Context: an optimization exercise on an open-source flow, tuned for small area, a short achievable clock period and few clock cycles. The choices shown serve that exercise and are no tape-out recipe. At most, simulation tests tie the RTL to the original design; equivalence was not proved. The RTL of runs 1 to 4, 7 and 8 was laid out without a check of its function. Power is estimated from default activity; no workload was simulated.

==> flow/design.v <==
module ECE564MyDesign
	    (
            input  wire               xxx__dut__run            ,
            output reg                dut__xxx__busy           ,
            input  wire               clk                      ,
            input  wire               reset_b                  ,
            output reg  [11:0]        dut__sram__write_address  ,
            output reg  [15:0]        dut__sram__write_data     ,
            output reg                dut__sram__write_enable   ,
            output wire [11:0]        dut__sram__read_address   ,
            input  wire [15:0]        sram__dut__read_data      ,
            output wire [11:0]        dut__gmem__read_address   ,
            input  wire [15:0]        gmem__dut__read_data      ,
            output wire [11:0]        dut__tanhmem__read_address     ,
            input  wire [15:0]        tanhmem__dut__read_data
            );
function [71:0] csa;
	input [35:0] x, y, z;
	begin
		csa = {(x & y) | (x & z) | (y & z), x ^ y ^ z};
	end
endfunction
function [71:0] booth8;
	input [15:0] x;
	input [15:0] y;
	integer k;
	reg [2:0]  d;
	reg [7:0]  ng;
	reg [16:0] mag, pk;
	reg [35:0] r0, r1, r2, r3, r4, r5, r6, r7, r8, rk;
	reg [71:0] a1, a2, a3, b1, b2, c1, e1;
	begin
		for (k = 0; k < 8; k = k + 1) begin
			d  = (k == 0) ? {y[1:0], 1'b0} : y[2*k-1 +: 3];
			ng[k] = d[2] & ~(d[1] & d[0]);
			case (d)
				3'b001, 3'b010, 3'b101, 3'b110: mag = {x[15], x};
				3'b011, 3'b100:                 mag = {x, 1'b0};
				default:                        mag = 17'd0;
			endcase
			pk = mag ^ {17{ng[k]}};
			rk = {19'd0, ~pk[16], pk[15:0]} << (2*k);
			if (k > 0)
				rk = rk | ({35'd0, ng[k-1]} << (2*k-2));
			case (k)
				0: r0 = rk;  1: r1 = rk;  2: r2 = rk;  3: r3 = rk;
				4: r4 = rk;  5: r5 = rk;  6: r6 = rk;  default: r7 = rk;
			endcase
		end
		r8 = 36'hFAAAB0000 | {21'd0, ng[7], 14'd0};
		a1 = csa(r0, r1, r2);
		a2 = csa(r3, r4, r5);
		a3 = csa(r6, r7, r8);
		b1 = csa(a1[35:0], {a1[70:36], 1'b0}, a2[35:0]);
		b2 = csa({a2[70:36], 1'b0}, a3[35:0], {a3[70:36], 1'b0});
		c1 = csa(b1[35:0], {b1[70:36], 1'b0}, b2[35:0]);
		e1 = csa(c1[35:0], {c1[70:36], 1'b0}, {b2[70:36], 1'b0});
		booth8 = {e1[70:36], 1'b0, e1[35:0]};
	end
endfunction
reg  [12:0] n;
wire [3:0]  p = n[3:0];
wire [8:0]  q = n[12:4];
always @(posedge clk)
	if (!reset_b)
		n <= 13'd0;
	else
		n <= (n + 13'd1) & {13{xxx__dut__run | dut__xxx__busy}};
assign dut__sram__read_address = {3'b000, n[11:8], n[3:0], 1'b0};
assign dut__gmem__read_address = {3'b000, n[7:4],  n[3:0], 1'b0};
reg ph_first, ph_cap, ph_up, ph_tl, ph_ld, ph_step;
always @(posedge clk) begin
	ph_first <= (p == 4'd2);                
	ph_cap   <= (p == 4'd2);                
	ph_up    <= (p == 4'd3);
	ph_tl    <= (p == 4'd5);
	ph_ld    <= (p == 4'd6);
	ph_step  <= p[3] | (p == 4'd7);
end
reg [15:0] xr, gr, tr;
always @(posedge clk) begin
	xr <= sram__dut__read_data;
	gr <= gmem__dut__read_data;
	tr <= tanhmem__dut__read_data;
end
reg  [35:0] ms, mc;
reg  [35:0] acc;
always @(posedge clk) begin
	{mc, ms} <= booth8(xr, gr);
	acc <= (ph_first ? 36'd0 : acc) + ms + mc;
end
wire [35:0] A   = acc[35] ? (36'd0 - acc) : acc;
wire        sat = |A[35:32];
reg         neg, sat_r;
reg  [23:0] F;
reg  [8:0]  taddr;
reg  [15:0] tL;
assign dut__tanhmem__read_address = {2'b00, taddr, 1'b0};
always @(posedge clk) begin
	if (ph_cap) begin
		neg   <= acc[35];
		sat_r <= sat;
		F     <= A[23:0];
		taddr <= sat ? 9'd255 : {1'b0, A[31:24]};
	end
	if (ph_up && !sat_r)
		taddr <= taddr + 9'd1;
	if (ph_tl)
		tL <= tr;
end
reg  [18:0] Dsh;
reg  [24:0] H;
reg         sticky;
wire        ng0 = Dsh[2] & ~(Dsh[1] & Dsh[0]);
wire [24:0] mg0 = (Dsh[2:0] == 3'b011 || Dsh[2:0] == 3'b100) ? {F, 1'b0} :
                  (Dsh[1] ^ Dsh[0]) ? {1'b0, F} : 25'd0;
wire [26:0] T   = {{2{H[24]}}, H} + ({2'd0, mg0} ^ {27{ng0}}) + {26'd0, ng0};
always @(posedge clk) begin
	if (ph_ld) begin
		Dsh    <= {2'b00, tr, 1'b0} - {2'b00, tL, 1'b0};
		H      <= 25'd0;
		sticky <= 1'b0;
	end else if (ph_step) begin
		Dsh    <= {{2{Dsh[18]}}, Dsh[18:2]};
		H      <= T[26:2];
		sticky <= sticky | (|T[1:0]);
	end
end
wire        st = sticky | (|H[5:0]);
wire [15:0] R  = (tL + H[21:6] + {16{neg & ~st}}) ^ {16{neg}};
always @(posedge clk) begin
	if (!reset_b) begin
		dut__xxx__busy          <= 1'b0;
		dut__sram__write_enable <= 1'b0;
	end else begin
		if (xxx__dut__run)
			dut__xxx__busy <= 1'b1;
		else if (q == 9'd257 && p == 4'd2)
			dut__xxx__busy <= 1'b0;
		dut__sram__write_enable <= dut__xxx__busy && p == 4'd1 && q >= 9'd2 && q <= 9'd257;
	end
	dut__sram__write_data    <= R;
	dut__sram__write_address <= {3'b001, q[7:0] - 8'd2, 1'b0};
end
endmodule
==> flow/flow/run.sh <==
#!/bin/bash
set -euo pipefail
bash standard.sh SETUP_SLACK_MARGIN=7 finish > flow_standard.log 2>&1
==> flow/standard.sh <==
#!/bin/bash
# synth_recipe.tcl (not shown) runs the flow's synth.tcl, then flattens the netlist and writes it again
# the make line also repeats each setting of config.mk as NAME=value (left out here)
make -C /OpenROAD-flow-scripts/flow DESIGN_CONFIG=/design/flow/config.mk WORK_HOME=/design/flow/orfs CLKGATE_MAP_FILE= SYNTH_SCRIPT=/design/flow/synth_recipe.tcl "${@:-finish}"
==> flow/config.mk <==
export PLATFORM = sky130hd
export DESIGN_NAME = ECE564MyDesign
export DESIGN_NICKNAME = ECE564MyDesign
export VERILOG_FILES = /design/flow/design.v
export SDC_FILE = /design/flow/constraint.sdc
export NUM_CORES = 4
export LEC_CHECK = 0
export ABC_CLOCK_PERIOD_IN_PS = 3500
export CAP_MARGIN = 20
export CORE_MARGIN = 2
export CORE_UTILIZATION = 40
export SLEW_MARGIN = 20
==> flow/constraint.sdc <==
create_clock -name core_clock -period 11.0 [get_ports {clk}]
set_input_delay 2.2000 -clock core_clock [delete_from_list [all_inputs] [get_ports {clk}]]
set_output_delay 2.2000 -clock core_clock [all_outputs]
set_load 0.01 [all_outputs]
==> results of run 1 <==
kinds of logic (layout without fill, tap and decap cells):
logic type,Yosys count,after routing
and+or+nand+nor,427,427
other,2,15
AOI/OAI and AO/OA,458,458
muxes,26,26
DFF,284,284
xor gates and xnor gates,290,290
adders and majority gates,303,303
buffers and inverters,324,364
how the worst max path moves through the flow:
stage | start | endpoint | slack [ns] | cells after the start
floorplan | gr[1]$_DFF_P_ | ms[14]$_DFF_P_ | 7.00 | 14
global placement | gr[1]$_DFF_P_ | ms[16]$_DFF_P_ | 6.43 | 10
detailed placement | gr[1]$_DFF_P_ | ms[16]$_DFF_P_ | 6.29 | 10
CTS | gr[1]$_DFF_P_ | ms[16]$_DFF_P_ | 7.01 | 9
global route | Dsh[1]$_DFFE_PP_ | H[23]$_SDFFE_PP0P_ | 6.92 | 15
finish | n[2]$_SDFF_PN0_ | dut__gmem__read_address[3] | 7.11 | 1
registers in the layout (all words and copies together), names as in the netlist, 8 cells and up:
name                      cells
dut__sram__write_data        16
mc                           28
xr                           16
gr                           16
n                            13
dut__sram__write_address      8
H                            25
taddr                         9
Dsh                          19
tr                           16
ms                           32
acc                          36
F                            24
tL                           16
final cells by class:
class / count / area [um^2]
tap: 680 / 850.8
fill: 4888 / 27810
clock inverter: 14 / 140.1
multi-input combinational: 1519 / 13020
clock buffer: 54 / 1071
inverter: 181 / 684.4
sequential: 284 / 6391
timing repair buffer: 115 / 1129
timing repair:
| item | 4_1_cts | 5_1_grt |
|---|---|---|
| setup endpoints to repair | 50 | 29 |
| gates resized for setup | 11 | 18 |
| buffers inserted | 2 | 2 |
| pin swaps | 1 | 1 |
cells in the final DEF, fill, tap and decap left out, types with 38 or more instances in the layout:
master           count
xnor2_1            208
fa_1               129
a21oi_1            105
and3_1              38
clkbuf_16           38
inv_1              176
xor2_1              82
edfxtp_1            70
o21ai_0             54
nor2_1              93
dfxtp_1            212
ha_1               169
a22oi_1            106
clkdlybuf4s50_1    101
nor3_1              38
nand2_1            102
per-layer routing:
layer / global-route usage, % / vias up
met5: 0 / -
met4: 6.290 / 0
met3: 2.446 / 82
met2: 29.51 / 335
met1: 21.49 / 7007
li1: - / 7292
power breakdown:
group	internal (mW)	switching, mW
logic	1.62	2.00
clock network	0.707	0.473
registers	1.39	0.185
total	3.72	2.66
through the flow:
| stage | setup WS, ns | utilization, % |
|---|---|---|
| 2_1_floorplan | 7.002 | - |
| 3_3_place_gp | 6.428 | 42.87 |
| 3_5_place_dp | 6.292 | 42.87 |
| 4_1_cts | 7.009 | 45.34 |
| 5_1_grt | 6.918 | 45.57 |
| 6_report | 7.106 | 45.57 |
==> run notes, run 1 <==
Status -> timing/DRC/antenna clean
Global-route wire length before repair -> 74.47 mm
Reg2Reg Setup Slack -> 7.14 ns
Synth Area in Adders -> 23.14%
Post-synthesis register bit count -> 284
Die width -> 230.8 um
Static Leak -> 9.741 nW
CP arrival -> 1.69 ns
CORE AREA -> 51090 um^2
Least-Margin Pin Slew -> 0.9534 ns
Maximum clock path buffer count -> 3
Critical Path Max Stage Delay -> 0.62 ns
Num rows -> 83
Htree depth -> 2
Max Fclk -> 256.8 MHz
Most frequent cell after synthesis -> dfxtp_1
DRC Markers -> 0
Met3 wire len -> 2.061 mm
Antenna violations before repair -> 0
Most area-hungry cell type in the Yosys netlist -> dfxtp_1
Max transition margin -> 36.28%
Antenna Nets Post-Route -> 0
Tmin final -> 3.894 ns
Critical Path Start Type -> flop
Routed wl met2 -> 21.71 mm
TritonCTS clock tree -> done
Fraction of synthesized area in multiplexers -> 1.363%
FFs w/ async S/R, synth -> 0%
Seq/Total Area, Yosys -> 31.05%
Mapped Avg Cell Area -> 9.728 um^2
Req. time, crit path -> 8.80 ns
Critical Path Fanout Max -> 9
Layout area overhead -> 13.20%
Setup-failing EPs final -> 0
Die height -> 230.8 um
Crit Path Class -> reg -> out
Wire length per cell -> 15.91 um
Total gr overflow -> 0
Max_cap viols -> 0
Top routing layer used -> met4
Slew Viols, Final -> 0
Area share of xor/xnor cells in the synthesized design -> 12.35%
Via density -> 5.169
Final GP Congestion -> 0.8883
Crit-path cells -> clkdlybuf4s50_1
Cell count after synthesis -> 2114
Synth top area share -> 20.83%
Hold Slack -> 0.4354 ns
Placed Cells -> 2775
Clock skew -> 0.02674 ns
Routed WL -> 45.30 mm
Drt pass-1 iters -> 6
Crit-path slowest cell -> clkdlybuf4s50_1
Design Area, Final -> 23280 um^2
CTS Hold Buffers Added -> 0
Synth top area cells -> dfxtp_1 21%, fa_1 13%, ha_1 11%
Die area -> 53250 um^2
Hold path start -> tr[6]$_DFF_P_
Worst vdd ir -> 158.3 uV
Hold Path Class -> reg -> reg
Crit path buf inv count -> 1
Synth Area in Compound Gates -> 15.10%
Setup_tns -> 0 ns
Starting density of the core -> 40.25%
Crit share post-route -> 35.40%
Synth cell count leaders -> 214 x dfxtp_1, 208 x xnor2_1, 176 x inv_1, 174 x ha_1, 129 x fa_1
Hold Path End -> tL[6]$_DFFE_PP_
Synth warnings -> 1
Largest family of logic cells by synthesized area -> adder cells
I/O Buffers -> 101
Gr usage total -> 17.02%
P per Cell Area -> 274.1 nW/um^2
Post-synth EDFFs -> 70
Clock Tree Root -> clkbuf_16
Via count -> 14720
Final nets -> 2492
Hold Path Cell Cnt -> 0
Post-Syn Area -> 20570 um^2
Final non-filler cell total -> 2847
1st-iter DRT viols -> 924
Tot Pwr -> 6.382 mW
Post-Route M1 WL -> 20.27 mm
Clk sinks -> 284
Clk latency of the worst-skew pair -> 0.57 ns
Setup crit end kind -> output pin
Largest delay share family, worst path -> buffers and inverters
Largest net degree at the start of global routing -> 64
Worst reg2reg path depth -> 15
Worst r2r src -> Dsh[1]$_DFFE_PP_
Synth Area in Simple Gates -> 10.45%
Crit Reg-Reg Endpoint -> H[23]$_SDFFE_PP0P_
Vias in the first global route -> 14740
Num CTS Buffers -> 37
Number of diodes -> 0
DP HPWL -> 34.81 mm
Unrepaired setup endpoints after global routing -> yes
Reg clk slew, reported paths -> 0.05 ns
Placed Area -> 21900 um^2
Hold Vio Cnt, Final -> 0
Top FF cell, synth -> dfxtp_1
Layout cell share with drive strength beyond 1 -> 5.953%
Count of cell types in the netlist -> 74
I/O pins -> 117
==> run 2: changes to the inputs <==
==> flow/flow/run.sh (replaced) <==
#!/bin/bash
set -euo pipefail
bash standard.sh SETUP_SLACK_MARGIN=8 finish > flow_standard.log 2>&1
==> run 2 against run 1 <==
Still clean. Die area unchanged. Clock power rose by 7%. Clock skew decreased by 0.0035 ns. Critical path type is now reg -> reg. Largest cell class unchanged. Largest power group unchanged.
==> run notes, run 2 <==
Area share of xor/xnor cells in the synthesized design -> 12.35%
Worst reg2reg path depth -> 16
Final GP Congestion -> 0.8809
Max FFs per register -> 36
Crit Path Class -> reg -> reg
Crit-path slowest cell -> edfxtp_1
Post-synthesis register bit count -> 284
Most flops, register -> acc
Crit share post-route -> 32.34%
Number of diodes -> 0
FFs w/ async S/R, synth -> 0%
Area occupied by multi-input gates -> 14930 um^2
Wire length per cell -> 17.28 um
CP arrival -> 4.01 ns
P per Cell Area -> 288.0 nW/um^2
Final Core Density -> 52.54%
Post-Syn Area -> 20570 um^2
Max Fclk -> 281.1 MHz
Slew Viols, Final -> 0
Placed Cells -> 2771
Max_cap viols -> 0
1st-iter DRT viols -> 862
Synth Area in Simple Gates -> 10.45%
Max transition margin -> 36.58%
Vias in the first global route -> 16300
Via count -> 15850
Fraction of synthesized area in multiplexers -> 1.363%
Hold Path End -> tL[2]$_DFFE_PP_
Clk sinks -> 284
Seq/Total Area, Yosys -> 31.05%
Status -> timing/DRC/antenna clean
Htree depth -> 2
CTS Hold Buffers Added -> 0
Worst r2r src -> Dsh[0]$_SDFFCE_PP0P_
Tmin final -> 3.557 ns
Num rows -> 83
Unrepaired setup endpoints after global routing -> yes
Synth top area share -> 20.83%
TritonCTS clock tree -> done
Antenna violations before repair -> 0
Largest family of logic cells by synthesized area -> adder cells
Synth cell count leaders -> 214 x dfxtp_1, 208 x xnor2_1, 176 x inv_1, 174 x ha_1, 129 x fa_1
Fill cells -> 4464
Clk latency of the worst-skew pair -> 0.57 ns
Least-Margin Pin Slew -> 0.9500 ns
Register area -> 6500 um^2
Final nets -> 2671
Layout area overhead -> 30.52%
Worst vdd ir -> 199.1 uV
Antenna Nets Post-Route -> 0
Die width -> 230.8 um
Largest net degree at the start of global routing -> 45
Most common cell after layout, fill and taps aside -> xnor2_1
Static Leak -> 11.03 nW
Hold path start -> tr[2]$_DFF_P_
Count of cell types in the netlist -> 74
Worst setup path startpoint -> Dsh[0]$_SDFFCE_PP0P_
Crit-path cells -> ha_4 > mux2i_4 > buf_6 > buf_6 > and3_1 > a21oi_2 > xnor2_1 > ha_1 > a21o_1 > a21oi_2 > o21a_1 > nor3b_4 > a21oi_2 > o211ai_1 > a211oi_2 > a311o_1
Hold Vio Cnt, Final -> 0
Req. time, crit path -> 11.45 ns
DRC Markers -> 0
Top FF cell, synth -> dfxtp_1
Num CTS Buffers -> 37
Via density -> 5.237
Critical path's most frequent cell -> a21oi_2
Most frequent cells in the layout -> 185 x xnor2_1, 163 x dfxtp_1, 143 x inv_1
Largest delay share family, worst path -> compound AO/OA/AOI/OAI gates
I/O pins -> 117
CORE AREA -> 51090 um^2
Die area -> 53250 um^2
Critical Path Max Stage Delay -> 0.45 ns
Gr usage total -> 19.55%
Reg clk slew, reported paths -> 0.06 ns
Synth warnings -> 1
Hold Path Cell Cnt -> 0
Final non-filler cell total -> 3026
Clock Tree Root -> clkbuf_16
Reg2Reg Setup Slack -> 7.44 ns
Post-synth EDFFs -> 70
Synth Area in Adders -> 23.14%
Layout cell share with drive strength beyond 1 -> 30.78%
Cell count after synthesis -> 2114
Crit Reg-Reg Endpoint -> H[18]$_SDFFE_PP0P_
Hold Slack -> 0.4428 ns
Hold Path Class -> reg -> reg
Setup crit end kind -> flop
Routed WL -> 52.30 mm
Total gr overflow -> 0
Most area-hungry cell type in the Yosys netlist -> dfxtp_1
Setup-failing EPs final -> 0
Global-route wire length before repair -> 84.28 mm
DP HPWL -> 35.19 mm
Starting density of the core -> 40.25%
I/O Buffers -> 101
Most frequent cell after synthesis -> dfxtp_1
Clock skew -> 0.02324 ns
Setup_tns -> 0 ns
Synth Area in Compound Gates -> 15.10%
Crit path buf inv count -> 2
Synth top area cells -> dfxtp_1 21%, fa_1 13%, ha_1 11%
Drt pass-1 iters -> 7
Critical Path Fanout Max -> 7
Die height -> 230.8 um
Mapped Avg Cell Area -> 9.728 um^2
Maximum clock path buffer count -> 3
Critical Path Start Type -> flop
==> run 2: cells by family (layout without fill, tap and decap cells) <==
family,after synthesis,count (layout)
compound gates,458,458
xor+xnor,290,290
fa+ha+maj,303,303
buf+inv,324,538
flops,284,284
mux,26,31
other cells,2,15
simple gates,427,427
==> run 2: area by class of cell <==
| type | count | share of cell area [%] |
|---|---|---|
| inverters | 181 | 2.624 |
| well taps | 680 | 3.170 |
| multi-input cells | 1524 | 55.62 |
| clock inverters | 16 | 0.8110 |
| flip-flops and latches | 284 | 24.21 |
| clock buffers | 52 | 3.962 |
| repair buffers | 289 | 9.602 |
==> run 2: routing by layer <==
metal | vias up | part of all wire (%) | GRT usage, %
met5 | - | 0 | 0
met3 | 139 | 3.6 | 2.409
met1 | 7664 | 42 | 23.41
li1 | 7659 | - | -
met4 | 0 | 3.8 | 7.883
met2 | 386 | 50 | 35.42
==> run 2: stage by stage <==
step                      area (um^2)  power, mW  worst slack [ns]
after global routing            26840      8.383             7.303
after CTS                       25950      7.455             7.515
final                           26840      7.732             7.443
after floorplan                 21370      4.562             7.425
after global placement          22330      5.271             7.044
after detailed placement        22330      5.347             6.985
==> run 2: where the power goes <==
part / switching [mW] / total [mW] / internal, mW
clock network: 0.488 / 1.26 / 0.775
registers: 0.214 / 1.61 / 1.39
logic: 2.47 / 4.86 / 2.39
total: 3.17 / 7.73 / 4.56
==> run 2: worst max path at each step <==
stage,end,slack (ns),cells after the start
2_1_floorplan,ms[14]$_DFF_P_,7.43,14
3_3_place_gp,ms[11]$_DFF_P_,7.04,9
3_5_place_dp,ms[11]$_DFF_P_,6.99,9
4_1_cts,H[17]$_SDFFE_PP0P_,7.51,14
5_1_grt,H[18]$_SDFFE_PP0P_,7.30,17
6_report,H[18]$_SDFFE_PP0P_,7.44,16
==> run 2: timing repair <==
item / 4_1_cts / 5_1_grt
endpoints found under the setup margin: 158 / 154
cloned: 5 / 0
buffers inserted: 134 / 48
gates resized for setup: 540 / 124
pin swaps: 174 / 105
==> run 2: worst register-to-register path: cells and delay by family, from the launching register on <==
family | cells | cell delay, ns
AOI/OAI and AO/OA | 8 | 1.38
xor gates and xnor gates | 1 | 0.22
adders and majority gates | 2 | 0.51
buffers and inverters | 2 | 0.24
DFF | 1 | 0.45
muxes | 1 | 0.24
and+or+nand+nor | 2 | 0.41
==> run 3: changes to the inputs <==
--- a/flow/design.v
+++ b/flow/design.v
@@ -75,7 +75,7 @@
 	ph_up    <= (p == 4'd3);
-	ph_tl    <= (p == 4'd5);
-	ph_ld    <= (p == 4'd6);
-	ph_step  <= p[3] | (p == 4'd7);
+	ph_tl    <= (p == 4'd4);
+	ph_ld    <= (p == 4'd5);
+	ph_step  <= (p >= 4'd6) & (p != 4'd15);
 end
-reg [15:0] xr, gr, tr;
+reg [15:0] xr, gr;
 always @(posedge clk) begin
@@ -83,3 +83,2 @@
 	gr <= gmem__dut__read_data;
-	tr <= tanhmem__dut__read_data;
 end
@@ -108,3 +107,3 @@
 	if (ph_tl)
-		tL <= tr;
+		tL <= tanhmem__dut__read_data;
 end
@@ -119,3 +118,3 @@
 	if (ph_ld) begin
-		Dsh    <= {2'b00, tr, 1'b0} - {2'b00, tL, 1'b0};
+		Dsh    <= {2'b00, tanhmem__dut__read_data, 1'b0} - {2'b00, tL, 1'b0};
 		H      <= 25'd0;
@@ -137,5 +136,5 @@
 			dut__xxx__busy <= 1'b1;
-		else if (q == 9'd257 && p == 4'd2)
+		else if (q == 9'd257 && p == 4'd1)
 			dut__xxx__busy <= 1'b0;
-		dut__sram__write_enable <= dut__xxx__busy && p == 4'd1 && q >= 9'd2 && q <= 9'd257;
+		dut__sram__write_enable <= dut__xxx__busy && p == 4'd0 && q >= 9'd2 && q <= 9'd257;
 	end
==> flow/flow/run.sh (replaced) <==
#!/bin/bash
# Standard layout (the standard.sh, the design's constraint.sdc), with
#  - the port buffers made with the smallest plain buffer.
set -euo pipefail
bash standard.sh SETUP_SLACK_MARGIN=6.3 \
  "BUFFER_PORTS_ARGS=-buffer_cell sky130_fd_sc_hd__buf_1" \
  finish > flow_standard.log 2>&1
--- a/flow/config.mk
+++ b/flow/config.mk
@@ -11,2 +11,3 @@
 export CORE_UTILIZATION = 40
+export CTS_BUF_LIST = sky130_fd_sc_hd__clkbuf_4 sky130_fd_sc_hd__clkbuf_8
 export SLEW_MARGIN = 20
==> run 3 against run 2 <==
Combinational power decreased by 24%. Cell area decreased by 18%. Die area decreased by 2.3%. Global-route usage decreased by 2.8 points. Sequential power about the same. Maximum frequency decreased by 20%. Core utilization decreased by 8.5 points. Register-to-register slack got worse by 0.88 ns. Area after synthesis decreased by 2.4%. Via count decreased by 10%. Clock-buffer cell count increased by 22. Critical endpoint is now dut__sram__write_data[15]$_DFF_P_. Largest power group unchanged. Highest routed layer unchanged.
==> run notes, run 3 <==
Status -> timing/DRC/antenna clean
Least-Margin Pin Slew -> 1.082 ns
TritonCTS clock tree -> done
Post-synthesis register bit count -> 268
Cell count after synthesis -> 2047
Setup_tns -> 0 ns
Gr usage total -> 16.76%
Synth warnings -> 1
Count of cell types in the netlist -> 83
Critical Path Max Stage Delay -> 0.59 ns
Crit-path cells -> nor4_1 > and4_2 > fa_1 > ha_1 > fa_1 > a21o_1 > a21o_1 > a21o_1 > a21o_1 > a21o_1 > a41oi_1 > a21oi_1 > a21o_1 > a21oi_1 > xnor2_1
FFs w/ async S/R, synth -> 0%
Antenna violations before repair -> 0
P_int -> 3.720 mW
Slew Viols, Final -> 0
Drt pass-1 iters -> 5
Layout area overhead -> 9.409%
Mapped Avg Cell Area -> 9.810 um^2
Die height -> 228.1 um
Sequential share of power -> 25.0%
Final nets -> 2443
Max FFs per register -> 36
Max transition margin -> 27.81%
I/O Buffers -> 101
Synth top area share -> 19.74%
1st-iter DRT viols -> 753
Final WS setup -> 6.560 ns
Clock Tree Root -> clkbuf_8
Via count -> 14200
Total gr overflow -> 0
Final GP Congestion -> 0.8452
Critical path's most frequent cell -> a21o_1
Fraction of synthesized area in multiplexers -> 1.863%
Clock share of power -> 17.3%
Req. time, crit path -> 11.59 ns
Most flops, register -> acc
Num CTS Buffers -> 50
Crit-path slowest cell -> and4_2
Most common cell after layout, fill and taps aside -> xnor2_1
Max Fclk -> 225.2 MHz
Tmin final -> 4.440 ns
Largest family of logic cells by synthesized area -> adder cells
Worst vdd ir -> 149.5 uV
Maximum clock path buffer count -> 3
Clock skew -> 0.03400 ns
Crit path buf inv count -> 0
Global-route wire length before repair -> 72.27 mm
Post-synth EDFFs -> 70
P per Cell Area -> 290.9 nW/um^2
Hold Path Class -> reg -> reg
Setup crit end kind -> flop
Reg clk slew, reported paths -> 0.06 ns
Clk latency of the worst-skew pair -> 0.65 ns
DRC Markers -> 0
Hold Vio Cnt, Final -> 0
Unrepaired setup endpoints after global routing -> no
Clk sinks -> 268
Routed WL -> 43.01 mm
Post-Syn Area -> 20080 um^2
Synth top area cells -> dfxtp_1 20%, fa_1 13%, ha_1 11%
Antenna Nets Post-Route -> 0
Via density -> 5.071
Most frequent cell after synthesis -> xnor2_1
Most area-hungry cell type in the Yosys netlist -> dfxtp_1
Die area -> 52010 um^2
Synth cell count leaders -> 213 x xnor2_1, 198 x dfxtp_1, 175 x ha_1, 172 x inv_1, 129 x fa_1
Gate power share -> 57.7%
Layout cell share with drive strength beyond 1 -> 7.472%
Starting density of the core -> 40.27%
Critical Path Start Type -> flop
Static Leak -> 9.342 nW
Vias in the first global route -> 14510
Synth Area in Simple Gates -> 9.913%
Number of diodes -> 0
Top FF cell, synth -> dfxtp_1
Die width -> 228.1 um
Largest delay share family, worst path -> compound AO/OA/AOI/OAI gates
Crit share post-route -> 40.36%
Htree depth -> 2
Seq/Total Area, Yosys -> 30.21%
Switching power share of the total -> 41.79%
Final Core Density -> 44.06%
Most frequent cells in the layout -> 213 x xnor2_1, 195 x dfxtp_1, 174 x ha_1
DP HPWL -> 32.71 mm
Setup-failing EPs final -> 0
Synth Area in Compound Gates -> 14.81%
P_sw -> 2.670 mW
Num rows -> 82
Wire length per cell -> 15.36 um
CORE AREA -> 49860 um^2
CP arrival -> 5.03 ns
I/O pins -> 117
Critical Path Fanout Max -> 16
Largest net degree at the start of global routing -> 64
Area share of xor/xnor cells in the synthesized design -> 12.95%
Crit Path Class -> reg -> reg
Setup slack at placement -> 5.874 ns
Synth Area in Adders -> 23.76%
CTS Hold Buffers Added -> 0
Max_cap viols -> 0
[run 3: power by group through the flow]
stage	sequential [mW]	combinational [mW]	clock, mW
final	1.60	3.68	1.11
after global placement	1.62	3.61	0
after floorplan	1.56	2.98	0
after detailed placement	1.63	3.68	0
after global routing	1.64	4.25	1.20
after CTS	1.61	3.71	1.15
[run 3: per-stage QoR]
step	total power, mW	hold slack [ns]	area, um^2	cells
2_1_floorplan	4.543	0.4078	20130	2060
3_3_place_gp	5.230	0.4234	20790	2706
3_5_place_dp	5.310	0.4317	20790	2706
4_1_cts	6.465	0.4468	21950	2798
5_1_grt	7.084	0.4671	21970	2800
6_report	6.390	0.4401	21970	2800
[run 3: layout make-up]
type | count | area [um^2]
repair buffers | 111 | 457.9
inverters | 177 | 665.6
multi-input cells | 1480 | 12780
well taps | 672 | 840.8
fillers | 4900 | 27890
clock buffers | 74 | 924.6
clock inverters | 18 | 231.5
flip-flops and latches | 268 | 6070
[run 3: metal layers]
layer | wire (um) | track usage (%) | part of all wire, % | vias up
met5 | 0 | 0 | 0 | -
met1 | 19390 | 20.78 | 45 | 6772
li1 | - | - | - | 7066
met3 | 2079 | 3.038 | 4.8 | 74
met2 | 20310 | 29.14 | 47 | 287
met4 | 1227 | 5.944 | 2.9 | 0
[run 3: cell families after synthesis]
family	count (synthesis)
mux	35
buf+inv	312
xor+xnor	297
simple gates	390
flops	268
other cells	2
compound gates	439
fa+ha+maj	304
[run 3: path summary, 6_finish.rpt]
check	start	to	slack, ns	cells after the start
max reg2reg	H[0]$_SDFFE_PP0P_	dut__sram__write_data[15]$_DFF_P_	6.56	15
max	H[0]$_SDFFE_PP0P_	dut__sram__write_data[15]$_DFF_P_	6.56	15
min	acc[0]$_DFF_P_	F[0]$_DFFE_PP_	0.44	0
min reg2reg	acc[0]$_DFF_P_	F[0]$_DFFE_PP_	0.44	0
[run 3: what timing repair did]
item / in CTS / in global routing
endpoints found under the setup margin: 26 / 17
buffers inserted: 0 / 1
resized for setup: 3 / 2
pin swaps: 0 / 0
[run 3: worst register-to-register path: cells and delay by family (launching register included)]
| family | cells | cell delay (ns) |
|---|---|---|
| fa+ha+maj | 3 | 1.15 |
| compound gates | 9 | 1.73 |
| flops | 1 | 0.35 |
| simple gates | 2 | 1.02 |
| xor+xnor | 1 | 0.13 |
==> run 4: changes to the inputs <==
--- a/flow/flow/run.sh
+++ b/flow/flow/run.sh
@@ -4,3 +4,3 @@
 set -euo pipefail
-bash standard.sh SETUP_SLACK_MARGIN=6.3 \
+bash standard.sh SETUP_SLACK_MARGIN=7 \
   "BUFFER_PORTS_ARGS=-buffer_cell sky130_fd_sc_hd__buf_1" \
==> run 4 against run 3 <==
Hold slack about the same. Area after synthesis stayed put. Register-to-register slack improved by 0.63 ns. Core utilization up 0.97 points. Global-route usage about the same.
==> run notes, run 4 <==
Vias in the first global route -> 14520
Routed WL -> 44.01 mm
Setup crit end kind -> flop
Clk latency of the worst-skew pair -> 0.66 ns
Tmin final -> 4.095 ns
Worst reg2reg path depth -> 17
FFs w/ async S/R, synth -> 0%
Max transition margin -> 29.56%
Hold Path End -> F[0]$_DFFE_PP_
Wire length per cell -> 15.61 um
Antenna Nets Post-Route -> 0
Num CTS Buffers -> 51
Global-route wire length before repair -> 72.24 mm
Critical Path Start Type -> primary input
Clk sinks -> 268
CORE AREA -> 49860 um^2
Slew Viols, Final -> 0
Hold Path Class -> reg -> reg
Crit share post-route -> 37.22%
Hold Vio Cnt, Final -> 0
Post-Syn Area -> 20080 um^2
Setup-failing EPs final -> 0
Layout cell share with drive strength beyond 1 -> 10.10%
P per Cell Area -> 288.2 nW/um^2
Least-Margin Pin Slew -> 1.057 ns
Seq/Total Area, Yosys -> 30.21%
Crit Reg-Reg Endpoint -> H[21]$_SDFFE_PP0P_
Gr usage total -> 16.73%
Mapped Avg Cell Area -> 9.810 um^2
Die width -> 228.1 um
Clock skew -> 0.04745 ns
Post-synth EDFFs -> 70
Static Leak -> 9.497 nW
Htree depth -> 2
Status -> timing/DRC/antenna clean
Most flops, register -> acc
Total gr overflow -> 0
Die area -> 52010 um^2
Most frequent cells in the layout -> 212 x xnor2_1, 194 x dfxtp_1, 171 x inv_1
Synth warnings -> 1
Max_cap viols -> 0
Reg2Reg Setup Slack -> 7.19 ns
Req. time, crit path -> 11.38 ns
Starting density of the core -> 40.27%
Top FF cell, synth -> dfxtp_1
Synth top area share -> 19.74%
Most common cell after layout, fill and taps aside -> xnor2_1
Clock share of power -> 17.3%
I/O pins -> 117
Tot Pwr -> 6.470 mW
Die height -> 228.1 um
Layout area overhead -> 11.81%
TritonCTS clock tree -> done
Most area-hungry cell type in the Yosys netlist -> dfxtp_1
Number of diodes -> 0
DP HPWL -> 32.71 mm
Unrepaired setup endpoints after global routing -> yes
Reg clk slew, reported paths -> 0.06 ns
P_int -> 3.765 mW
DRC Markers -> 0
Crit Path Class -> in -> reg
Design Area, Final -> 22450 um^2
Maximum clock path buffer count -> 3
Register area -> 6076 um^2
Critical Path Fanout Max -> 3
Most frequent cell after synthesis -> xnor2_1
Switching power share of the total -> 41.80%
P_sw -> 2.705 mW
Antenna violations before repair -> 0
Count of cell types in the netlist -> 83
Synth top area cells -> dfxtp_1 20%, fa_1 13%, ha_1 11%
Max FFs per register -> 36
CTS Hold Buffers Added -> 0
1st-iter DRT viols -> 695
Cell count after synthesis -> 2047
Drt pass-1 iters -> 5
Final GP Congestion -> 0.8475
Placed Cells -> 2706
Setup_tns -> 0 ns
Placed Area -> 20850 um^2
Post-synthesis register bit count -> 268
Synth cell count leaders -> 213 x xnor2_1, 198 x dfxtp_1, 175 x ha_1, 172 x inv_1, 129 x fa_1
Final non-filler cell total -> 2820
Num rows -> 82
Worst r2r src -> Dsh[1]$_DFFE_PP_
I/O Buffers -> 101
Sequential share of power -> 24.7%
Hold Path Cell Cnt -> 0
Fill cells -> 4826
Final Core Density -> 45.03%
CP arrival -> 4.48 ns
Max Fclk -> 244.2 MHz
Worst vdd ir -> 148.0 uV
Via density -> 5.098
Hold path start -> acc[0]$_DFF_P_
Area occupied by multi-input gates -> 13010 um^2
Gate power share -> 58.0%
Via count -> 14380
Largest net degree at the start of global routing -> 50
Clock Tree Root -> clkbuf_8
Final nets -> 2463
Worst setup path startpoint -> tanhmem__dut__read_data[1]
run 4: cell count changes in the layout (fill, tap and decap cells not counted), moves of 4 or more:
cell / previous run / this run
clkbuf_8: 59 / 66
a21oi_2: 2 / 10
buf_4: 8 / 24
clkbuf_4: 16 / 11
ha_4: 0 / 4
a21oi_1: 95 / 87
ha_1: 174 / 167
run 4: cells by family after synthesis:
kind of cell	count (synthesis)	synth area share, %
compound gates	439	14.81
xor+xnor	297	12.95
fa+ha+maj	304	23.76
buf+inv	312	6.449
flops	268	30.21
mux	35	1.863
other cells	2	0.03740
simple gates	390	9.913
run 4: per-layer routing:
metal / vias up / global-route usage, % / routed length, um
met5: - / 0 / 0
met4: 0 / 6.332 / 1354
met3: 98 / 2.813 / 1950
met2: 305 / 30.11 / 21900
met1: 6866 / 19.90 / 18800
li1: 7107 / - / -
run 4: timing repair:
item | 4_1_cts | 5_1_grt
setup buffers | 10 | 10
setup endpoints to repair | 57 | 34
hold endpoints to repair | 0 | 0
cloned | 0 | 1
pin swaps | 13 | 16
resized for setup | 24 | 27
run 4: how the worst max path moves through the flow:
stage | endpoint | slack (ns) | cells past startpoint
floorplan | Dsh[16]$_DFFE_PP_ | 6.44 | 11
global placement | Dsh[15]$_DFFE_PP_ | 5.98 | 14
detailed placement | Dsh[15]$_DFFE_PP_ | 5.97 | 14
CTS | Dsh[16]$_DFFE_PP_ | 6.94 | 12
global route | Dsh[16]$_DFFE_PP_ | 6.84 | 12
finish | Dsh[16]$_DFFE_PP_ | 6.91 | 12
run 4: worst max-delay path: stages:
cell and delay (ns):
buf_8 0.10, ha_4 0.22, nor2b_4 0.12, o21a_4 0.20, o21ai_4 0.17, a21oi_2 0.08, o41a_1 0.33, a41o_1 0.22
or4_1 0.41, a31oi_1 0.18, xor2_1 0.16, mux2i_1 0.09
run 4: stage by stage:
stage          setup WS (ns)  hold slack, ns
2_1_floorplan          6.441          0.4078
3_3_place_gp           5.977          0.4356
3_5_place_dp           5.972          0.4340
4_1_cts                6.940          0.4531
5_1_grt                6.841          0.4723
6_report               6.905          0.4405
run 4: cell type report:
cell class | count | area share [%]
Timing Repair Buffer | 130 | 2.853
Inverter | 177 | 3.037
Clock buffer | 77 | 4.414
Clock inverter | 16 | 0.9530
Sequential cell | 268 | 27.06
Tap cell | 672 | 3.745
Multi-Input combinational cell | 1480 | 57.94
run 4: power by group through the flow:
stage / clock network [mW] / logic (mW) / registers (mW)
5_1_grt: 1.20 / 4.29 / 1.64
3_3_place_gp: 0 / 3.60 / 1.62
2_1_floorplan: 0 / 2.98 / 1.56
3_5_place_dp: 0 / 3.69 / 1.63
6_report: 1.12 / 3.75 / 1.60
4_1_cts: 1.17 / 3.73 / 1.61
==> run 5: changes to the inputs <==
--- a/flow/design.v
+++ b/flow/design.v
@@ -75,7 +75,7 @@
 	ph_up    <= (p == 4'd3);
-	ph_tl    <= (p == 4'd4);
-	ph_ld    <= (p == 4'd5);
-	ph_step  <= (p >= 4'd6) & (p != 4'd15);
+	ph_tl    <= (p == 4'd5);
+	ph_ld    <= (p == 4'd6);
+	ph_step  <= p[3] | (p == 4'd7);
 end
-reg [15:0] xr, gr;
+reg [15:0] xr, gr, tr;
 always @(posedge clk) begin
@@ -83,2 +83,3 @@
 	gr <= gmem__dut__read_data;
+	tr <= tanhmem__dut__read_data;
 end
@@ -90,4 +91,5 @@
 end
-wire [35:0] A   = acc[35] ? (36'd0 - acc) : acc;
-wire        sat = |A[35:32];
+wire        s   = acc[35];
+wire [35:0] Ap  = acc ^ {36{s}};
+wire        sat = (|Ap[35:32]) | (s & (&Ap[31:0]));
 reg         neg, sat_r;
@@ -101,4 +103,4 @@
 		sat_r <= sat;
-		F     <= A[23:0];
-		taddr <= sat ? 9'd255 : {1'b0, A[31:24]};
+		F     <= Ap[23:0];
+		taddr <= sat ? 9'd255 : {1'b0, Ap[31:24]};
 	end
@@ -107,3 +109,3 @@
 	if (ph_tl)
-		tL <= tanhmem__dut__read_data;
+		tL <= tr;
 end
@@ -116,6 +118,7 @@
 wire [26:0] T   = {{2{H[24]}}, H} + ({2'd0, mg0} ^ {27{ng0}}) + {26'd0, ng0};
+wire [18:0] D2  = {2'b00, tr, 1'b0} - {2'b00, tL, 1'b0};
 always @(posedge clk) begin
 	if (ph_ld) begin
-		Dsh    <= {2'b00, tanhmem__dut__read_data, 1'b0} - {2'b00, tL, 1'b0};
-		H      <= 25'd0;
+		Dsh    <= D2;
+		H      <= {{7{D2[18]}}, D2[18:1]} & {25{neg}};
 		sticky <= 1'b0;
@@ -136,5 +139,5 @@
 			dut__xxx__busy <= 1'b1;
-		else if (q == 9'd257 && p == 4'd1)
+		else if (q == 9'd257 && p == 4'd2)
 			dut__xxx__busy <= 1'b0;
-		dut__sram__write_enable <= dut__xxx__busy && p == 4'd0 && q >= 9'd2 && q <= 9'd257;
+		dut__sram__write_enable <= dut__xxx__busy && p == 4'd1 && q >= 9'd2 && q <= 9'd257;
 	end
--- a/flow/config.mk
+++ b/flow/config.mk
@@ -11,3 +11,2 @@
 export CORE_UTILIZATION = 40
-export CTS_BUF_LIST = sky130_fd_sc_hd__clkbuf_4 sky130_fd_sc_hd__clkbuf_8
 export SLEW_MARGIN = 20
==> run 5 against run 4 <==
Sequential power about the same. Non-clock buffer count down 9. Largest cell class unchanged. Cell area up 1.9%. Register-to-register slack worse by 0.11 ns. Cell count up 0.78%. Clock power up 6%.
==> run notes, run 5 <==
CORE AREA -> 51300 um^2
Crit share post-route -> 35.66%
TritonCTS clock tree -> done
Setup-failing EPs final -> 0
Final GP Congestion -> 0.8769
Most common cell after layout, fill and taps aside -> xnor2_1
Crit Path Class -> reg -> reg
Crit-path cells -> inv_1 > ha_4 > mux2_4 > a21oi_1 > xnor2_1 > ha_1 > nor2b_1 > o21ai_0 > a21oi_1 > o311a_1 > a21bo_2 > a31oi_1 > xor2_1 > o21ai_0
Gr usage total -> 18.14%
Max FFs per register -> 36
Mapped Avg Cell Area -> 9.830 um^2
1st-iter DRT viols -> 951
Crit-path slowest cell -> edfxtp_1
Starting density of the core -> 40.41%
Reg clk slew, reported paths -> 0.06 ns
I/O Buffers -> 101
Synth top area cells -> dfxtp_1 18%, edfxtp_1 14%, fa_1 12%
Antenna violations before repair -> 0
Critical Path Start Type -> flop
Hold Path Class -> reg -> reg
Num CTS Buffers -> 37
Via density -> 5.251
Hold Vio Cnt, Final -> 0
Slew Viols, Final -> 0
Drt pass-1 iters -> 6
Clock Tree Root -> clkbuf_16
Global-route wire length before repair -> 78.60 mm
Final nets -> 2486
Hold path start -> tr[0]$_DFF_P_
Worst reg2reg path depth -> 14
Setup crit end kind -> flop
Synth top area share -> 18.25%
Vias in the first global route -> 14960
Placed Cells -> 2760
Final non-filler cell total -> 2842
Max transition margin -> 28.11%
Htree depth -> 2
DP HPWL -> 36.39 mm
Layout area overhead -> 10.34%
Clock skew -> 0.01572 ns
Most frequent cell after synthesis -> xnor2_1
Hold Slack -> 0.4409 ns
Maximum clock path buffer count -> 3
Layout cell share with drive strength beyond 1 -> 6.337%
Reg2Reg Setup Slack -> 7.08 ns
Status -> timing/DRC/antenna clean
Static Leak -> 9.523 nW
Post-Syn Area -> 20730 um^2
Unrepaired setup endpoints after global routing -> yes
Worst vdd ir -> 149.0 uV
Most flops, register -> acc
P per Cell Area -> 271.4 nW/um^2
Antenna Nets Post-Route -> 0
Largest net degree at the start of global routing -> 64
Crit Reg-Reg Endpoint -> H[18]$_DFFE_PP_
Max_cap viols -> 0
Total gr overflow -> 0
Routed WL -> 48.38 mm
CTS Hold Buffers Added -> 0
Via count -> 14920
Most area-hungry cell type in the Yosys netlist -> dfxtp_1
Req. time, crit path -> 11.27 ns
Die height -> 231.7 um
Number of diodes -> 0
FFs w/ async S/R, synth -> 0%
Most frequent cells in the layout -> 196 x xnor2_1, 185 x dfxtp_1, 176 x inv_1
Top FF cell, synth -> dfxtp_1
Die width -> 231.7 um
Hold Path End -> tL[0]$_DFFE_PP_
Synth warnings -> 1
Count of cell types in the netlist -> 74
Worst r2r src -> Dsh[0]$_SDFFCE_PP0P_
Critical Path Fanout Max -> 13
Tmin final -> 3.922 ns
Seq/Total Area, Yosys -> 32.01%
DRC Markers -> 0
CP arrival -> 4.20 ns
Clk sinks -> 284
Synth cell count leaders -> 196 x xnor2_1, 189 x dfxtp_1, 176 x inv_1, 173 x ha_1, 129 x fa_1
Die area -> 53670 um^2
Hold Path Cell Cnt -> 0
I/O pins -> 117
Critical Path Max Stage Delay -> 0.40 ns
Num rows -> 83
Least-Margin Pin Slew -> 1.078 ns
Post-synth EDFFs -> 95
Clk latency of the worst-skew pair -> 0.56 ns
Cell count after synthesis -> 2109
Setup_tns -> 0 ns
Post-synthesis register bit count -> 284
Max Fclk -> 254.9 MHz
Wire length per cell -> 17.02 um
==> run 5: changes by cell type after synthesis, moves of 6 or more <==
cell	before	now
nor3_1	16	23
xnor2_1	213	196
xor2_1	84	106
a31oi_1	17	24
a21o_1	49	38
nor2b_1	42	48
mux2i_1	16	2
clkbuf_1	94	108
o31ai_1	25	18
edfxtp_1	70	95
a21oi_1	95	109
and3_1	30	43
nor4_1	4	13
dfxtp_1	198	189
==> run 5: repair_timing <==
action                                  CTS  global route
cloned                                    2             0
endpoints found under the setup margin   56            35
gates resized for setup                  13            27
pin swaps                                 1             5
setup buffers                             4             8
==> run 5: where the power goes <==
group / internal (mW) / switching [mW] / total [mW]
combinational: 1.49 / 1.96 / 3.44
clock: 0.715 / 0.474 / 1.19
sequential: 1.39 / 0.186 / 1.58
total: 3.59 / 2.62 / 6.21
==> run 5: kinds of logic after synthesis <==
kind of cell / count (synthesis) / synth area share, %
other: 2 / 0.03622
xor gates and xnor gates: 302 / 12.76
adders and majority gates: 302 / 22.90
buffers and inverters: 331 / 6.596
AOI/OAI and AO/OA: 451 / 14.47
DFF: 284 / 32.01
muxes: 16 / 0.8570
and+or+nand+nor: 421 / 10.37
==> run 5: how the worst max path moves through the flow <==
stage	from	slack [ns]	depth (start not counted)	end
global placement	gr[1]$_DFF_P_	6.39	10	ms[14]$_DFF_P_
CTS	gr[1]$_DFF_P_	7.00	9	ms[16]$_DFF_P_
global route	Dsh[0]$_SDFFCE_PP0P_	6.85	14	H[18]$_DFFE_PP_
finish	Dsh[0]$_SDFFCE_PP0P_	7.08	14	H[18]$_DFFE_PP_
floorplan	gr[1]$_DFF_P_	7.00	14	ms[14]$_DFF_P_
detailed placement	gr[1]$_DFF_P_	6.30	10	ms[16]$_DFF_P_
==> run 5: layout make-up <==
cell class | count | area (um^2)
clock buffer | 52 | 1046
inverter | 180 | 680.7
multi-input combinational | 1509 | 12950
fill | 4959 | 28420
tap | 680 | 850.8
timing repair buffer | 121 | 554.3
clock inverter | 16 | 146.4
sequential | 284 | 6644
==> run 5: per-stage QoR <==
| stage | cell area, um^2 | worst slack (ns) | power [mW] | util (%) |
|---|---|---|---|---|
| 6_report | 22880 | 7.078 | 6.209 | 44.59 |
| 5_1_grt | 22880 | 6.852 | 6.833 | 44.59 |
| 4_1_cts | 22690 | 7.000 | 6.245 | 44.22 |
| 3_5_place_dp | 21400 | 6.295 | 4.997 | 41.71 |
| 3_3_place_gp | 21390 | 6.392 | 4.927 | 41.70 |
| 2_1_floorplan | 20790 | 7.003 | 4.218 | - |
==> run 5: critical path, delay by kind of cell (launching register included) <==
family | cells | cell delay [ns]
xor+xnor | 2 | 0.33
buf+inv | 1 | 0.10
flops | 1 | 0.40
compound gates | 7 | 1.80
mux | 1 | 0.35
fa+ha+maj | 2 | 0.53
simple gates | 1 | 0.16
==> run 5: layer usage <==
metal	track usage, %	share of wire, %	vias up	wire length [um]
li1	-	-	7273	-
met1	22.39	44	7190	21070
met2	32.49	50	383	23960
met3	2.485	4.4	78	2130
met4	5.950	2.5	0	1220
met5	0	0	-	0
Testbench counts of run 5, summed over its fixed seeds: cycles 98,784.
==> run 6: changes to the inputs <==
--- a/flow/config.mk
+++ b/flow/config.mk
@@ -11,2 +11,3 @@
 export CORE_UTILIZATION = 40
+export CTS_BUF_LIST = sky130_fd_sc_hd__clkbuf_4 sky130_fd_sc_hd__clkbuf_8
 export SLEW_MARGIN = 20
==> run 6 against run 5 <==
Still clean. Area after synthesis unchanged. Clock-buffer cell count grew 32. Clock power decreased by 9%. Non-clock buffer count fell by 1. Register-to-register slack better by 0.08 ns. Combinational power about the same. Critical endpoint is now acc[31]$_DFF_P_. Largest power group unchanged. Highest routed layer unchanged.
==> run notes, run 6 <==
Critical Path Max Stage Delay -> 0.48 ns
Gate power share -> 56.4%
Die area -> 53670 um^2
Global-route wire length before repair -> 78.95 mm
Count of cell types in the netlist -> 74
Setup_tns -> 0 ns
I/O pins -> 117
Starting density of the core -> 40.41%
1st-iter DRT viols -> 1047
Top FF cell, synth -> dfxtp_1
P per Cell Area -> 267.8 nW/um^2
Largest delay share family, worst path -> compound AO/OA/AOI/OAI gates
Vias in the first global route -> 15110
Gr usage total -> 18.22%
Max FFs per register -> 36
Clk sinks -> 284
Crit-path cells -> buf_12 > nor2b_1 > ha_1 > ha_1 > fa_1 > a21o_1 > a21oi_1 > o21ai_1 > a211oi_2 > o22ai_1 > o31ai_2 > o21ai_0 > xor2_1
Maximum clock path buffer count -> 3
Met3 usage -> 2.670%
Num rows -> 83
Post-synth EDFFs -> 95
Via density -> 5.220
Max transition margin -> 28.58%
Critical Path Start Type -> flop
Critical path's most frequent cell -> ha_1
CP arrival -> 4.36 ns
Synth top area cells -> dfxtp_1 18%, edfxtp_1 14%, fa_1 12%
Tmin final -> 3.843 ns
DP HPWL -> 36.39 mm
Busiest grt layer -> met2
Static Leak -> 9.552 nW
Hold Path Class -> reg -> reg
P_int -> 3.485 mW
Most area-hungry cell type in the Yosys netlist -> dfxtp_1
Layout cell share with drive strength beyond 1 -> 8.295%
Max Fclk -> 260.2 MHz
Die height -> 231.7 um
Worst vdd ir -> 133.1 uV
Clock skew -> 0.03661 ns
Unrepaired setup endpoints after global routing -> yes
Most flops, register -> acc
Routed WL -> 48.43 mm
DRC Markers -> 0
Reg clk slew, reported paths -> 0.06 ns
Max_cap viols -> 0
Status -> timing/DRC/antenna clean
Most frequent cell after synthesis -> xnor2_1
Synth cell count leaders -> 196 x xnor2_1, 189 x dfxtp_1, 176 x inv_1, 173 x ha_1, 129 x fa_1
FFs w/ async S/R, synth -> 0%
Critical Path Fanout Max -> 63
Met2 Usage GRT -> 32.45%
Sequential share of power -> 25.8%
Total gr overflow -> 0
Synth top area share -> 18.25%
Die width -> 231.7 um
Drt pass-1 iters -> 5
I/O Buffers -> 101
Post-synthesis register bit count -> 284
GR Util met1 -> 22.30%
Synth warnings -> 1
Final GP Congestion -> 0.8769
Crit share post-route -> 34.93%
CTS Hold Buffers Added -> 0
Layout area overhead -> 9.855%
Switching power share of the total -> 42.86%
Crit-path slowest cell -> fa_1
Crit path buf inv count -> 1
Most frequent cells in the layout -> 196 x xnor2_1, 185 x dfxtp_1, 176 x inv_1
Hold Vio Cnt, Final -> 0
Via count -> 15000
Num CTS Buffers -> 54
Htree depth -> 2
Final nets -> 2502
TritonCTS clock tree -> done
Req. time, crit path -> 11.52 ns
Clk latency of the worst-skew pair -> 0.67 ns
Setup crit end kind -> flop
Slew Viols, Final -> 0
Setup-failing EPs final -> 0
Wire length per cell -> 16.85 um
Crit Path Class -> reg -> reg
Clock share of power -> 17.7%
Final Core Density -> 44.40%
Cell count after synthesis -> 2109
P_sw -> 2.614 mW
Seq/Total Area, Yosys -> 32.01%
Post-Syn Area -> 20730 um^2
CORE AREA -> 51300 um^2
Largest net degree at the start of global routing -> 64
Clock Tree Root -> clkbuf_8
Antenna violations before repair -> 0
Antenna Nets Post-Route -> 0
Least-Margin Pin Slew -> 1.071 ns
Most common cell after layout, fill and taps aside -> xnor2_1
Number of diodes -> 0
Mapped Avg Cell Area -> 9.830 um^2
[run 6: worst reg2reg max path: cells and delay by family (launching register included)]
family	cells	cell delay [ns]
compound gates	7	1.84
fa+ha+maj	3	0.99
flops	1	0.34
buf+inv	1	0.26
xor+xnor	1	0.16
simple gates	1	0.10
[run 6: layer usage]
metal | vias to the layer above | part of all wire (%)
met5 | - | 0
met2 | 402 | 49
met3 | 105 | 4.7
li1 | 7315 | -
met4 | 0 | 3.1
met1 | 7180 | 43
[run 6: kinds of logic (layout without fill, tap and decap cells)]
kind of cell	Yosys count	in the layout	share of synthesized area (%)
xor gates and xnor gates	302	302	12.76
AOI/OAI and AO/OA	451	451	14.47
and+or+nand+nor	421	421	10.37
other	2	15	0.03622
buffers and inverters	331	401	6.596
DFF	284	284	32.01
adders and majority gates	302	302	22.90
muxes	16	18	0.8570
[run 6: final cells by class]
type	instances	area, um^2
clock buffers	84	1006
clock inverters	17	133.9
fillers	4981	28530
inverters	180	680.7
multi-input cells	1509	12910
flip-flops and latches	284	6644
well taps	680	850.8
repair buffers	120	546.8
[run 6: per-stage QoR]
stage | instances | hold slack [ns] | total power, mW | worst slack [ns] | area (um^2)
6_report | 2874 | 0.4357 | 6.098 | 7.157 | 22780
2_1_floorplan | 2122 | 0.3884 | 4.218 | 7.003 | 20790
3_5_place_dp | 2760 | 0.4333 | 4.997 | 6.295 | 21400
5_1_grt | 2874 | 0.4606 | 6.732 | 6.941 | 22780
4_1_cts | 2868 | 0.4433 | 6.144 | 6.989 | 22650
3_3_place_gp | 2760 | 0.4178 | 4.927 | 6.392 | 21390
[run 6: path summary, 6_finish.rpt]
check,from,slack (ns),endpoint,depth (start not counted)
max,ph_first$_DFF_P_,7.16,acc[31]$_DFF_P_,13
max reg2reg,ph_first$_DFF_P_,7.16,acc[31]$_DFF_P_,13
min,tr[0]$_DFF_P_,0.44,tL[0]$_DFFE_PP_,0
min reg2reg,tr[0]$_DFF_P_,0.44,tL[0]$_DFFE_PP_,0
[run 6: what timing repair did]
| item | 4_1_cts | 5_1_grt |
|---|---|---|
| setup endpoints to repair | 56 | 36 |
| setup buffers | 5 | 6 |
| gates cloned | 2 | 0 |
| resized for setup | 14 | 20 |
| pin swaps | 1 | 3 |
[run 6: power groups by stage]
stage / clock network [mW] / logic (mW) / registers, mW
floorplan: 0 / 2.70 / 1.52
global placement: 0 / 3.33 / 1.60
detailed placement: 0 / 3.39 / 1.61
CTS: 1.13 / 3.43 / 1.59
global route: 1.17 / 3.95 / 1.60
finish: 1.08 / 3.44 / 1.58
==> run 7: changes to the inputs <==
--- a/flow/design.v
+++ b/flow/design.v
@@ -70,3 +70,3 @@
 assign dut__gmem__read_address = {3'b000, n[7:4],  n[3:0], 1'b0};
-reg ph_first, ph_cap, ph_up, ph_tl, ph_ld, ph_step;
+reg ph_first, ph_cap, ph_up, ph_tl, ph_tu, ph_ld, ph_step;
 always @(posedge clk) begin
@@ -75,3 +75,4 @@
 	ph_up    <= (p == 4'd3);
-	ph_tl    <= (p == 4'd5);
+	ph_tl    <= (p == 4'd4);
+	ph_tu    <= (p == 4'd5);
 	ph_ld    <= (p == 4'd6);
@@ -79,3 +80,3 @@
 end
-reg [15:0] xr, gr, tr;
+reg [15:0] xr, gr;
 always @(posedge clk) begin
@@ -83,3 +84,2 @@
 	gr <= gmem__dut__read_data;
-	tr <= tanhmem__dut__read_data;
 end
@@ -109,3 +109,3 @@
 	if (ph_tl)
-		tL <= tr;
+		tL <= tanhmem__dut__read_data;
 end
@@ -118,5 +118,7 @@
 wire [26:0] T   = {{2{H[24]}}, H} + ({2'd0, mg0} ^ {27{ng0}}) + {26'd0, ng0};
-wire [18:0] D2  = {2'b00, tr, 1'b0} - {2'b00, tL, 1'b0};
+wire [18:0] D2  = {2'b00, Dsh[16:1], 1'b0} - {2'b00, tL, 1'b0};
 always @(posedge clk) begin
-	if (ph_ld) begin
+	if (ph_tu) begin
+		Dsh    <= {2'b00, tanhmem__dut__read_data, 1'b0};    
+	end else if (ph_ld) begin
 		Dsh    <= D2;
==> run 7 against run 6 <==
Still clean on timing, DRC and antenna. Synthesized cell count hardly changed. Clock power is 6% lower. Register-to-register slack worse by 0.02 ns. Sequential cell count is 15 lower. Routed wire length is 1.3% lower. Hold slack better by 0.023 ns. Area after synthesis is 0.84% lower. Core utilization is 0.33 points lower. Critical path type unchanged. Largest cell class unchanged.
==> run notes, run 7 <==
Crit path buf inv count -> 3
Post-synth EDFFs -> 93
Register area -> 6324 um^2
Post-Syn Area -> 20560 um^2
Critical Path Max Stage Delay -> 0.71 ns
Critical Path Fanout Max -> 17
Final non-filler cell total -> 2880
Most flops, register -> acc
Placed Area -> 21280 um^2
Slew Viols, Final -> 0
1st-iter DRT viols -> 1022
Critical path's most frequent cell -> fa_1
Mapped Avg Cell Area -> 9.757 um^2
Final nets -> 2513
Placed Cells -> 2774
DRC Markers -> 0
TritonCTS clock tree -> done
Layout area overhead -> 9.525%
Antenna violations before repair -> 0
I/O pins -> 117
Most frequent cells in the layout -> 191 x xnor2_1, 184 x inv_1, 172 x dfxtp_1
Die area -> 53220 um^2
Starting density of the core -> 40.24%
Hold Vio Cnt, Final -> 0
DP HPWL -> 36.23 mm
Final GP Congestion -> 0.8689
Setup-failing EPs final -> 0
Switching power share of the total -> 42.75%
Largest net degree at the start of global routing -> 64
Global-route wire length before repair -> 77.32 mm
Least-Margin Pin Slew -> 1.117 ns
Setup slack at placement -> 6.265 ns
Critical Path Start Type -> flop
Num rows -> 83
Clock skew -> 0.02782 ns
Num CTS Buffers -> 51
Top FF cell, synth -> dfxtp_1
Crit-path slowest cell -> ha_1
Status -> timing/DRC/antenna clean
Clock share of power -> 16.8%
Most frequent cell after synthesis -> xnor2_1
Count of cell types in the netlist -> 84
Max Fclk -> 259.1 MHz
Reg clk slew, reported paths -> 0.05 ns
Seq/Total Area, Yosys -> 30.72%
Clk sinks -> 269
Max_cap viols -> 0
Layout cell share with drive strength beyond 1 -> 7.455%
Hold Path Class -> reg -> reg
Number of diodes -> 0
Wire length per cell -> 16.59 um
Routed WL -> 47.79 mm
Via count -> 14950
Synth warnings -> 1
Htree depth -> 2
Gr usage total -> 17.92%
Via density -> 5.191
Die height -> 230.7 um
Fill cells -> 4928
Req. time, crit path -> 11.48 ns
P_sw -> 2.591 mW
Tmin final -> 3.859 ns
Area occupied by multi-input gates -> 13020 um^2
Setup_tns -> 0 ns
Crit share post-route -> 35.09%
Post-synthesis register bit count -> 269
Final WS setup -> 7.141 ns
Reg2Reg Setup Slack -> 7.14 ns
Max FFs per register -> 36
Worst vdd ir -> 147.1 uV
Cell count after synthesis -> 2107
Clk latency of the worst-skew pair -> 0.62 ns
Max transition margin -> 25.56%
Maximum clock path buffer count -> 3
Crit-path cells -> inv_1 > ha_1 > a22oi_1 > xnor2_1 > fa_1 > inv_1 > fa_1 > fa_1 > inv_1 > fa_1
Clock Tree Root -> clkbuf_8
Hold Slack -> 0.4592 ns
Antenna Nets Post-Route -> 0
Sequential share of power -> 25.2%
I/O Buffers -> 101
Vias in the first global route -> 15100
Drt pass-1 iters -> 6
Gate power share -> 57.9%
Most area-hungry cell type in the Yosys netlist -> dfxtp_1
Setup crit end kind -> flop
Synth top area share -> 17.14%
Largest delay share family, worst path -> adder cells
Die width -> 230.7 um
CTS Hold Buffers Added -> 0
CORE AREA -> 51090 um^2
Synth top area cells -> dfxtp_1 17%, edfxtp_1 14%, fa_1 13%
Synth cell count leaders -> 191 x xnor2_1, 184 x inv_1, 176 x dfxtp_1, 174 x ha_1, 129 x fa_1
FFs w/ async S/R, synth -> 0%
P per Cell Area -> 269.2 nW/um^2
Crit Path Class -> reg -> reg
Design Area, Final -> 22520 um^2
Most common cell after layout, fill and taps aside -> xnor2_1
Total gr overflow -> 0
Unrepaired setup endpoints after global routing -> yes
Static Leak -> 9.435 nW
CP arrival -> 4.34 ns
P_int -> 3.470 mW
[run 7: cell count changes in the layout (fill, tap and decap cells not counted), moves of 10 or more]
cell      delta
nand2b_1    -13
nand2_1     +19
clkinv_1    +10
dfxtp_1     -13
mux2i_1     +10
nand3_1     +10
o21ai_0     -10
[run 7: layout make-up]
type	count	share of cell area, %
repair buffers	122	2.412
flip-flops and latches	269	28.08
clock inverters	20	0.6613
inverters	189	3.173
multi-input cells	1526	57.84
well taps	680	3.779
clock buffers	74	4.051
[run 7: what timing repair did]
| action | CTS | global route |
|---|---|---|
| cloned | 0 | 1 |
| setup buffers | 3 | 8 |
| setup endpoints to repair | 43 | 37 |
| resized for setup | 8 | 13 |
| pin swaps | 1 | 0 |
[run 7: final timing paths]
path | startpoint | endpoint | depth (start not counted)
setup / recovery | gr[9]$_DFF_P_ | ms[13]$_DFF_P_ | 10
hold reg to reg | Dsh[17]$_SDFFE_PP0N_ | Dsh[17]$_SDFFE_PP0N_ | 2
hold / removal | Dsh[17]$_SDFFE_PP0N_ | Dsh[17]$_SDFFE_PP0N_ | 2
setup reg to reg | gr[9]$_DFF_P_ | ms[13]$_DFF_P_ | 10
[run 7: cell families (layout without fill, tap and decap cells)]
logic type	Yosys count	after routing	share of synthesized area [%]
simple gates	440	440	10.78
compound gates	455	455	15.23
fa+ha+maj	303	303	23.15
other cells	2	15	0.03653
buf+inv	326	405	6.603
xor+xnor	291	291	12.40
mux	21	22	1.077
flops	269	269	30.72
[run 7: metrics by stage]
step,total power [mW],util [%]
after CTS,6.125,43.82
after global routing,6.682,44.07
after detailed placement,5.064,41.65
after floorplan,4.296,-
final,6.061,44.07
after global placement,4.979,41.65
[run 7: routing by layer]
layer | up-vias | GRT usage, % | wire (um)
li1 | 7345 | - | -
met1 | 7082 | 22.20 | 20700
met2 | 401 | 31.29 | 23270
met3 | 122 | 2.668 | 2161
met4 | 0 | 7.056 | 1657
met5 | - | 0 | 0
[run 7: power groups by stage]
stage,registers (mW),logic [mW],clock network [mW]
finish,1.53,3.51,1.02
floorplan,1.47,2.82,0
global route,1.56,4.03,1.10
detailed placement,1.56,3.51,0
global placement,1.55,3.43,0
CTS,1.54,3.53,1.06
[run 7: worst min-delay path: stages (launching register included)]
cell and delay, ns:
dfxtp_1 0.30, inv_1 0.05, o32ai_1 0.05
==> run 8: changes to the inputs <==
--- a/flow/config.mk
+++ b/flow/config.mk
@@ -10,3 +10,3 @@
 export CORE_MARGIN = 2
-export CORE_UTILIZATION = 40
+export CORE_UTILIZATION = 60
 export CTS_BUF_LIST = sky130_fd_sc_hd__clkbuf_4 sky130_fd_sc_hd__clkbuf_8
==> run 8 against run 7 <==
Sequential power is essentially flat. Critical path depth increased by 5. Die area shrank 33%. Setup slack better by 0.034 ns. Combinational power is essentially flat. Sequential share of layout area grew 0.38 points. Critical path type unchanged. Largest cell class unchanged. Clock-buffer cell count up 6. Core utilization grew 22 points. Still clean. Critical endpoint is now H[24]$_DFFE_PP_. Clock power hardly changed. Total power grew 0.42%. Largest power group unchanged.
==> run notes, run 8 <==
Cell count after synthesis -> 2107
Mapped Avg Cell Area -> 9.757 um^2
Unrepaired setup endpoints after global routing -> yes
Crit Path Class -> reg -> reg
P per Cell Area -> 274.0 nW/um^2
TritonCTS clock tree -> done
Count of cell types in the netlist -> 84
Most common cell after layout, fill and taps aside -> xnor2_1
Most frequent cells in the layout -> 191 x xnor2_1, 184 x inv_1, 173 x dfxtp_1
Slew Viols, Final -> 0
Post-Syn Area -> 20560 um^2
Clk sinks -> 269
CP arrival -> 4.16 ns
Placed Cells -> 2544
DRC Markers -> 0
Hold Path Class -> reg -> reg
Synth cell count leaders -> 191 x xnor2_1, 184 x inv_1, 176 x dfxtp_1, 174 x ha_1, 129 x fa_1
Most area-hungry cell type in the Yosys netlist -> dfxtp_1
Status -> timing/DRC/antenna clean
Die height -> 189.1 um
1st-iter DRT viols -> 781
Global-route wire length before repair -> 77.01 mm
Max FFs per register -> 36
Final non-filler cell total -> 2638
Seq/Total Area, Yosys -> 30.72%
Post-synthesis register bit count -> 269
Reg2Reg Setup Slack -> 7.17 ns
Clock skew -> 0.02327 ns
Final nets -> 2505
Final Core Density -> 66.08%
Routed WL -> 46.84 mm
Antenna violations before repair -> 0
Hold Vio Cnt, Final -> 0
Max Fclk -> 261.4 MHz
Worst setup path startpoint -> Dsh[1]$_DFFE_PP_
Least-Margin Pin Slew -> 1.102 ns
Switching power share of the total -> 42.62%
I/O pins -> 117
Gate power share -> 57.7%
CORE AREA -> 33620 um^2
Worst vdd ir -> 148.8 uV
Die area -> 35760 um^2
Largest net degree at the start of global routing -> 64
Static Leak -> 9.441 nW
Tot Pwr -> 6.087 mW
I/O Buffers -> 101
Layout cell share with drive strength beyond 1 -> 7.397%
Drt pass-1 iters -> 7
Most frequent cell after synthesis -> xnor2_1
==> run 8: logic make-up (layout without fill, tap and decap cells) <==
kind of cell | Yosys count | after routing | share of synthesized area (%)
xor gates and xnor gates | 291 | 291 | 12.40
buffers and inverters | 326 | 396 | 6.603
DFF | 269 | 269 | 30.72
adders and majority gates | 303 | 303 | 23.15
AOI/OAI and AO/OA | 455 | 455 | 15.23
other | 2 | 15 | 0.03653
and+or+nand+nor | 440 | 440 | 10.78
muxes | 21 | 21 | 1.077
==> run 8: metal layers <==
metal  track usage, %  part of all wire [%]  up-vias
met3            4.226                   4.8      136
met4            14.06                   5.2        0
met2            46.80                    49      470
met5                0                     0        -
met1            31.86                    41     7172
li1                 -                     -     7313
==> run 8: what timing repair did <==
| item | 4_1_cts | 5_1_grt |
|---|---|---|
| endpoints found under the setup margin | 39 | 31 |
| buffers inserted | 1 | 2 |
| gates resized for setup | 7 | 17 |
| hold buffers | 0 | 0 |
| pin swaps | 1 | 2 |
==> run 8: final cells by class <==
| cell class | instances | area, um^2 | share of cell area (%) |
|---|---|---|---|
| Multi-Input combinational cell | 1525 | 13020 | 58.60 |
| Sequential cell | 269 | 6322 | 28.46 |
| Timing Repair Buffer | 116 | 501.7 | 2.259 |
| Clock buffer | 80 | 1007 | 4.534 |
| Clock inverter | 11 | 88.84 | 0.3999 |
| Tap cell | 448 | 560.5 | 2.524 |
| Inverter | 189 | 714.4 | 3.216 |
==> run 8: worst max-delay path, cell delays in order (launching register included) <==
cell and delay [ns]:
edfxtp_1 0.42, ha_1 0.28, mux2i_1 0.20, buf_6 0.20
and3_1 0.17, a21oi_1 0.05, xnor2_1 0.14, ha_1 0.39
and2_1 0.24, nand3_1 0.11, a211oi_2 0.32, o31ai_2 0.14
a21o_4 0.27, a211oi_4 0.27, o31a_1 0.22, o211ai_1 0.11
==> run 8: through the flow <==
stage               setup slack, ns  hold slack, ns
floorplan                     7.006          0.4055
global placement              6.427          0.4493
detailed placement            6.317          0.4524
CTS                           7.004          0.4565
global route                  6.946          0.4766
finish                        7.174          0.4575
==> run 8: worst max path at each step <==
| stage | endpoint | slack (ns) | cells after the start |
|---|---|---|---|
| floorplan | ms[14]$_DFF_P_ | 7.01 | 14 |
| global placement | ms[14]$_DFF_P_ | 6.43 | 10 |
| detailed placement | ms[14]$_DFF_P_ | 6.32 | 10 |
| CTS | H[24]$_DFFE_PP_ | 7.00 | 15 |
| global route | H[24]$_DFFE_PP_ | 6.95 | 16 |
| finish | H[24]$_DFFE_PP_ | 7.17 | 15 |
==> run 8: power groups by stage <==
stage	Clock [mW]	Sequential [mW]	Combinational (mW)
2_1_floorplan	0	1.47	2.82
3_3_place_gp	0	1.56	3.38
3_5_place_dp	0	1.56	3.49
4_1_cts	1.07	1.54	3.51
5_1_grt	1.11	1.56	4.02
6_report	1.04	1.54	3.51
